What follows belongs to an exercise in optimizing a design on an open flow for small area, a short achievable clock period and few clock cycles per item; a production flow would make more cautious choices.
No functional check of the RTL was part of this run.
No activity file was given, so power comes from the tool's default toggle rates.

==> flow/run.sh <==
#!/bin/bash
# synth_recipe.tcl (not shown) runs the flow's synth.tcl, then flattens the netlist and writes it again
# the make line also repeats each setting of config.mk as NAME=value (left out here)
make -C /OpenROAD-flow-scripts/flow DESIGN_CONFIG=/design/flow/config.mk WORK_HOME=/design/flow/orfs CLKGATE_MAP_FILE= SYNTH_SCRIPT=/design/flow/synth_recipe.tcl finish
==> flow/config.mk <==
export PLATFORM = sky130hd
export DESIGN_NAME = ALU_16bit
export DESIGN_NICKNAME = ALU_16bit
export VERILOG_FILES = /design/flow/design.v
export SDC_FILE = /design/flow/constraint.sdc
export NUM_CORES = 4
export LEC_CHECK = 0
export ABC_AREA = 1
export CAP_MARGIN = 20
export CORE_MARGIN = 2
export CORE_UTILIZATION = 40
export SLEW_MARGIN = 20
==> flow/constraint.sdc <==
create_clock -name core_clock -period 6.0 [get_ports {clk}]
set_input_delay 1.2000 -clock core_clock [delete_from_list [all_inputs] [get_ports {clk}]]
set_output_delay 1.2000 -clock core_clock [all_outputs]
set_load 0.01 [all_outputs]
==> flow/design.v <==
`timescale 1ns / 1ps
module ALU_16bit (
    input              clk,
    input              rst,
    input              start,
    input       [3:0]  op,
    input  signed [15:0] A,
    input  signed [15:0] B,
    output reg signed [15:0] Z_low,
    output reg signed [15:0] Z_high,
    output reg         valid
);
    reg        s_mul;      
    reg        s_norm;     
    reg        s_iter;     
    reg        s_fix;      
    reg  [3:0] cnt;
    reg        d_one, d_two, d_neg;    
    wire idle   = ~(s_mul | s_norm | s_iter | s_fix);
    wire go     = start & idle;
    wire op_mul = (op == 4'b0010);
    wire op_div = (op == 4'b0011);
    wire sign_a = A[15];
    wire sign_b = B[15];
    wire sign_q = A[15] ^ B[15];
    function [4:0] clz16;
        input [15:0] x;
        integer i;
        reg found;
        begin
            clz16 = 5'd16;
            found = 1'b0;
            for (i = 15; i >= 0; i = i - 1)
                if (!found && x[i]) begin
                    clz16 = 15 - i;
                    found = 1'b1;
                end
        end
    endfunction
    wire [4:0] ca = clz16(A ^ {16{sign_a}});
    wire [4:0] cb = clz16(B ^ {16{sign_b}});
    wire signed [6:0] k_est = 7'sd15 - $signed({2'b00, cb}) + $signed({2'b00, ca}) - $signed({6'b0, sign_a});
    wire div_zero    = (B == 16'd0);
    wire div_trivial = (k_est > 7'sd15);           
    wire [3:0] k_ld  = k_est[6] ? 4'd0 : k_est[3:0];
    wire [16:0] a_ext  = {A, 1'b0};
    wire [2:0]  nxt_i  = go ? 3'd1 : (cnt[2:0] + 3'd1);
    wire [2:0]  trip_n = a_ext[{nxt_i, 1'b0} +: 3];
    wire n_one = trip_n[1] ^ trip_n[0];
    wire n_two = (trip_n == 3'b011) | (trip_n == 3'b100);
    wire n_neg = trip_n[2] & ~(trip_n[1] & trip_n[0]);
    wire b_one = s_mul ? d_one : A[0];
    wire b_two = s_mul ? d_two : (A[1] & ~A[0]);
    wire b_neg = s_mul ? d_neg : A[1];
    wire [15:0] r_sh = {Z_high[14:0], Z_low[15]};        
    wire        fix_neg = s_fix & sign_a;
    wire [17:0] it_x = s_iter ? {2'b00, r_sh}
                     : s_mul  ? {{2{Z_high[15]}}, Z_high}
                     : s_fix  ? ({2'b00, Z_high} ^ {18{fix_neg}})
                     : 18'd0;
    wire        dv   = s_iter;
    wire [17:0] it_y0 = ({18{dv | b_one}} & {{2{B[15]}}, B})
                      | ({18{~dv & b_two}} & {B[15], B, 1'b0});
    wire        it_inv = dv ? ~sign_b : b_neg;
    wire        it_use = dv | s_mul | ~s_fix;
    wire [17:0] it_y = (it_y0 & {18{it_use}}) ^ {18{it_inv & it_use}};
    wire        it_c = (it_inv & it_use) | fix_neg;
    wire [18:0] it_s = {it_x, 1'b1} + {it_y, it_c};
    wire [17:0] it_sum = it_s[18:1];
    wire [15:0] negq = ~Z_low + 16'd1;
    wire        sub  = op[0] | op[2];              
    wire [17:0] ad_s = {A[15], A, 1'b1} + ({B[15], B, sub} ^ {{17{sub}}, 1'b0});
    wire [16:0] add  = ad_s[17:1];
    wire        right  = op[0];                    
    wire [15:0] abs_lo = sign_a ? negq : Z_low;
    wire [15:0] r_in   = s_norm ? abs_lo : (right ? {A[14:0], A[15]} : A);
    wire [3:0]  r_amt  = s_norm ? cnt : (B[3:0] ^ {4{right}});
    wire [31:0] r_dbl  = {r_in, r_in} << r_amt;
    wire [15:0] rot    = r_dbl[31:16];
    wire [15:0] hmask  = 16'hFFFF << r_amt;        
    wire [15:0] shr_m  = 16'hFFFF >> B[3:0];
    wire        lt  = add[16];
    wire        eq  = (A == B);
    reg  [15:0] res;
    always @(*) begin
        case (op)
            4'b0000, 4'b0001: res = add[15:0];
            4'b0100: res = lt ? 16'hFFFF : {15'd0, ~eq};
            4'b0101: res = ~(A & B);
            4'b0110: res = A & B;
            4'b0111: res = ~(A | B);
            4'b1000: res = A | B;
            4'b1001: res = A ^ B;
            4'b1010: res = rot & hmask;
            4'b1011: res = rot & shr_m;
            default: res = rot;           
        endcase
    end
    wire take = ~it_sum[17];              
    always @(posedge clk or negedge rst) begin
        if (!rst) begin
            valid  <= 1'b0;
            s_mul  <= 1'b0;
            s_norm <= 1'b0;
            s_iter <= 1'b0;
            s_fix  <= 1'b0;
            cnt    <= 4'd0;
            d_one  <= 1'b0;
            d_two  <= 1'b0;
            d_neg  <= 1'b0;
        end else begin
            valid <= 1'b0;
            d_one <= n_one;
            d_two <= n_two;
            d_neg <= n_neg;
            if (go) begin
                if (op_mul) begin
                    s_mul <= 1'b1;
                    cnt   <= 4'd1;
                end else if (op_div) begin
                    if (div_zero | div_trivial) begin
                        valid <= 1'b1;
                    end else begin
                        s_norm <= 1'b1;
                        cnt    <= k_ld;
                    end
                end else begin
                    valid <= 1'b1;
                end
            end
            if (s_mul) begin
                cnt <= cnt + 4'd1;
                if (cnt[2:0] == 3'd7) begin
                    s_mul <= 1'b0;
                    valid <= 1'b1;
                end
            end
            if (s_norm) begin
                s_norm <= 1'b0;
                s_iter <= 1'b1;
                cnt    <= ~cnt;
            end
            if (s_iter) begin
                cnt <= cnt - 4'd1;
                if (cnt == 4'd0) begin
                    s_iter <= 1'b0;
                    if (sign_q | sign_a)
                        s_fix <= 1'b1;
                    else
                        valid <= 1'b1;
                end
            end
            if (s_fix) begin
                s_fix <= 1'b0;
                valid <= 1'b1;
            end
        end
    end
    always @(posedge clk) begin
        if (s_mul | (idle & op_mul)) begin
            Z_high <= it_sum[17:2];
            Z_low  <= {it_sum[1:0], Z_low[15:2]};
        end else if (s_norm) begin
            Z_high <= rot & ~hmask;
            Z_low  <= rot & hmask;
        end else if (s_iter) begin
            Z_high <= take ? it_sum[15:0] : r_sh;
            Z_low  <= {Z_low[14:0], take};
        end else if (s_fix) begin
            Z_high <= it_sum[15:0];
            Z_low  <= sign_q ? negq : Z_low;
        end else if (op_div) begin
            Z_high <= A;
            Z_low  <= div_zero ? 16'hFFFF : (div_trivial ? 16'd0 : A);
        end else begin
            Z_high <= (op[3:1] == 3'b000) ? {16{add[15]}} : 16'd0;
            Z_low  <= res;
        end
    end
endmodule
==> results_dict.tcl <==
set metrics [dict create \
    status "finished clean" \
    start_util_pct 40.5 \
    dieWidth_um 169 \
    cap_viol_max_count 0 \
    rsz0062_at_grt "no" \
    finalCritPeriodShare_pct 92.7 \
    clk_latency_ns 0.30 \
    slew_violations 0 \
    leakage_nw 5.98 \
    ios 72 \
    hold_start "cnt[1]$_DFFE_PN0P_" \
    grt_max_degree 38 \
    cp.arrival_ns 5.62 \
    setup_viol 0 \
    pwr-share-comb_pct 82.1 \
    drt-total-wl_um 48900 \
    port_buffers 71 \
    synth.avg_cell_area_um2 5.98 \
    synth_most_common_cell "nand2_1" \
    clockRootBuffer "clkbuf_16" \
    netlist.area_leader.share_pct 15.0 \
    slew_headroom_pct 46.4 \
    place.gp.congestion 1.04 \
    clk_pin_slew_worst_paths_ns 0.08 \
    antenna_found_initial 0 \
    cp-start-kind "primary input" \
    ys_top_cells_by_area "nand2_1 15%, ha_1 9.9%, nand3_1 8.8%, inv_1 7.2%, a21oi_1 5.6%" \
    crit_slowest_cell "clkdlybuf4s50_1" \
    critPathCaptureType "flip-flop" \
    cts_resized 0 \
    post_cts_buffers 0 \
    overflow 0 \
    cts_sinks 44 \
    dp.cells 2203 \
    wl_per_cell_um 22.1 \
    die_h_um 169 \
    die-area_um2 28600 \
    nets 1998 \
    yosys_warnings 1 \
    powerDensity_nw_per_um2 479 \
    drtPass1Iterations 5 \
    timing.final.ws_setup_ns 0.439 \
    max_stage_delay_ns 0.46 \
    hold_path_class "flip-flop to flip-flop" \
    vias 13400 \
    multi_input_area_um2 8490 \
    via_per_inst 6.04 \
    drc 0 \
    ys_seq_area_share_pct 10.1 \
    antenna_cells 0 \
    ir_drop_v 0.000214 \
    cts_tree "done" \
    synth_common_cells "436 x nand2_1, 210 x inv_1, 192 x nand3_1" \
    core_um2 26900 \
    worst_pin_slew_ns 0.803 \
    utilization_pct 45.3 \
    p_seq_share_pct 12.1 \
    h-tree-depth 2 \
    grt_pass1_wl_um 73100 \
    p_switching_w 0.00352 \
    grt_pass1_vias 12300 \
    cts_hold_buf 0 \
    internal_power_w 0.00231 \
    cpMostUsedCell "nand2_1" \
    synth-main-ff-cell "edfxtp_1" \
    pre_cts_ws_ns 0.112 \
    p_clk_share_pct 5.7 \
    dpl_cell_area_um2 12000 \
    std_cell_rows 60 \
    grt.total_usage_pct 33.5 \
    cp.required_ns 6.05 \
    critical_path_class "primary input to flip-flop" \
    ys_ff_latch 44 \
    n_fill_cell 2903 \
    hold_violations 0 \
    regArea_um2 1100 \
    ant_nets 0 \
    p_sw_share_pct 60.3 \
    syn_to_final_growth_pct 11.7 \
    initialDrtViolationCount 1869 \
    crit_path_max_fanout 15 \
    hpwl_um 38400 \
    fin_tns_setup_ns 0 \
    final_cell_area_um2 12200 \
    clockBufferDepth 2 \
    synth_nets 1950 \
    period_needed_ns 5.56 \
    numCtsBuffers 5 \
    synth.distinct_cells 69 \
    drive_gt1_share_pct 9.19 \
    fin_cells 2212 \
    fmax_ghz 0.180 \
    synth_edf_count 16 \
    clock_skew_ns 0.00905 \
    yosys.area.top_type "nand2_1" \
    r2r-start "s_mul$_DFF_PN0_" \
    synthesis.area_um2 10900 \
    startpoint "A[14]" \
    async_reset_ff_share_pct 27.3 \
    postSynthCellCount 1822 \
]
==> per-layer routing <==
| layer | vias up | global-route usage, % | wire, um | part of all wire (%) |
|---|---|---|---|---|
| li1 | 6308 | - | - | - |
| met1 | 6077 | 45.6 | 20300 | 42 |
| met2 | 821 | 51.3 | 20400 | 42 |
| met3 | 152 | 5.40 | 5320 | 11 |
| met4 | 0 | 16.6 | 2830 | 5.8 |
| met5 | - | 0 | 0 | 0 |
==> worst max-delay path, delay by kind of cell <==
kind	cells	cell delay [ns]
buf+inv	5	0.85
fa+ha+maj	3	0.87
xor+xnor	1	0.21
simple gates	17	1.79
compound gates	4	0.69
==> worst paths after layout <==
check	to	slack, ns	depth (start not counted)
min reg2reg	cnt[1]$_DFFE_PN0P_	0.60	2
max in group asynchronous	valid$_DFF_PN0_	4.40	1
min	cnt[1]$_DFFE_PN0P_	0.60	2
max	Z_low[4]$_DFFE_PP_	0.44	30
max reg2reg	Z_high[12]$_DFF_P_	1.50	23
min in group asynchronous	s_iter$_DFF_PN0_	1.24	1
==> kinds of logic (layout without fill, tap and decap cells) <==
kind of cell,Yosys count,after routing,synth area share [%]
buf+inv,316,365,12.2
fa+ha+maj,89,89,10.4
xor+xnor,84,84,6.89
simple gates,875,875,36.5
compound gates,413,413,23.8
mux,1,1,0.103
flops,44,44,10.1
==> cell usage in the layout, fill, tap and decap left out, types with 24 or more instances in the layout <==
cell type	n
clkdlybuf4s50_1	70
o211ai_1	24
inv_1	210
o21ai_0	92
o22ai_1	28
nand4_1	36
nor2_1	122
nand3_1	192
xor2_1	51
ha_1	85
a21oi_1	120
nand2_1	436
buf_4	54
xnor2_1	31
==> sequential cells by signal (all words and copies together), names as in the netlist <==
register	count
s_mul	1
s_iter	1
d_neg	1
cnt	4
Z_low	16
d_one	1
Z_high	16
valid	1
s_fix	1
d_two	1
s_norm	1
==> power by group through the flow <==
stage               clock network (W)  registers (W)  logic [W]
floorplan                           0       0.000671    0.00323
global placement                    0       0.000711    0.00465
detailed placement                  0       0.000710    0.00464
CTS                          0.000329       0.000704    0.00467
global route                 0.000339       0.000727    0.00526
finish                       0.000335       0.000708    0.00479
==> area by class of cell <==
| type | count | area share [%] |
|---|---|---|
| timing repair buffer | 125 | 9.13 |
| clock inverter | 2 | 0.134 |
| clock buffer | 6 | 1.23 |
| tap | 341 | 3.51 |
| sequential | 44 | 9.05 |
| inverter | 232 | 7.20 |
| multi-input combinational | 1462 | 69.8 |
==> per-stage QoR <==
step / power [W] / hold slack, ns
2_1_floorplan: 0.00390 / 0.520
3_3_place_gp: 0.00536 / 0.557
3_5_place_dp: 0.00535 / 0.569
4_1_cts: 0.00570 / 0.585
5_1_grt: 0.00633 / 0.638
6_report: 0.00583 / 0.598

[afterwards: timing with drivers on the ports]
Ports are ideal in the flow. The routed layout listed here was re-timed in OpenROAD. Step 1 (the two cells are an assumption about what drives the block):
set clk [get_ports {clk}]
set_driving_cell -lib_cell sky130_fd_sc_hd__clkbuf_16 $clk
set_driving_cell -lib_cell sky130_fd_sc_hd__buf_2 [delete_from_list [all_inputs] $clk]
Step 2 moves the port delays by t, midway between the first and last clock arrival at a register: inputs arrive t later, outputs are due t later. That takes back most of the time a late clock gives input paths. Slacks: ideal / step 1 / step 2; pairs: ideal / step 1.
t, ns: 0.347
setup slack, ns: 0.439 / 0.465 / 0.119
worst data-port slew with drivers (ns): 0.04
After both steps setup and hold are still met in this run. For this run, drivers alone change the setup slack by +0.026 ns; drivers and shift together by -0.320 ns.
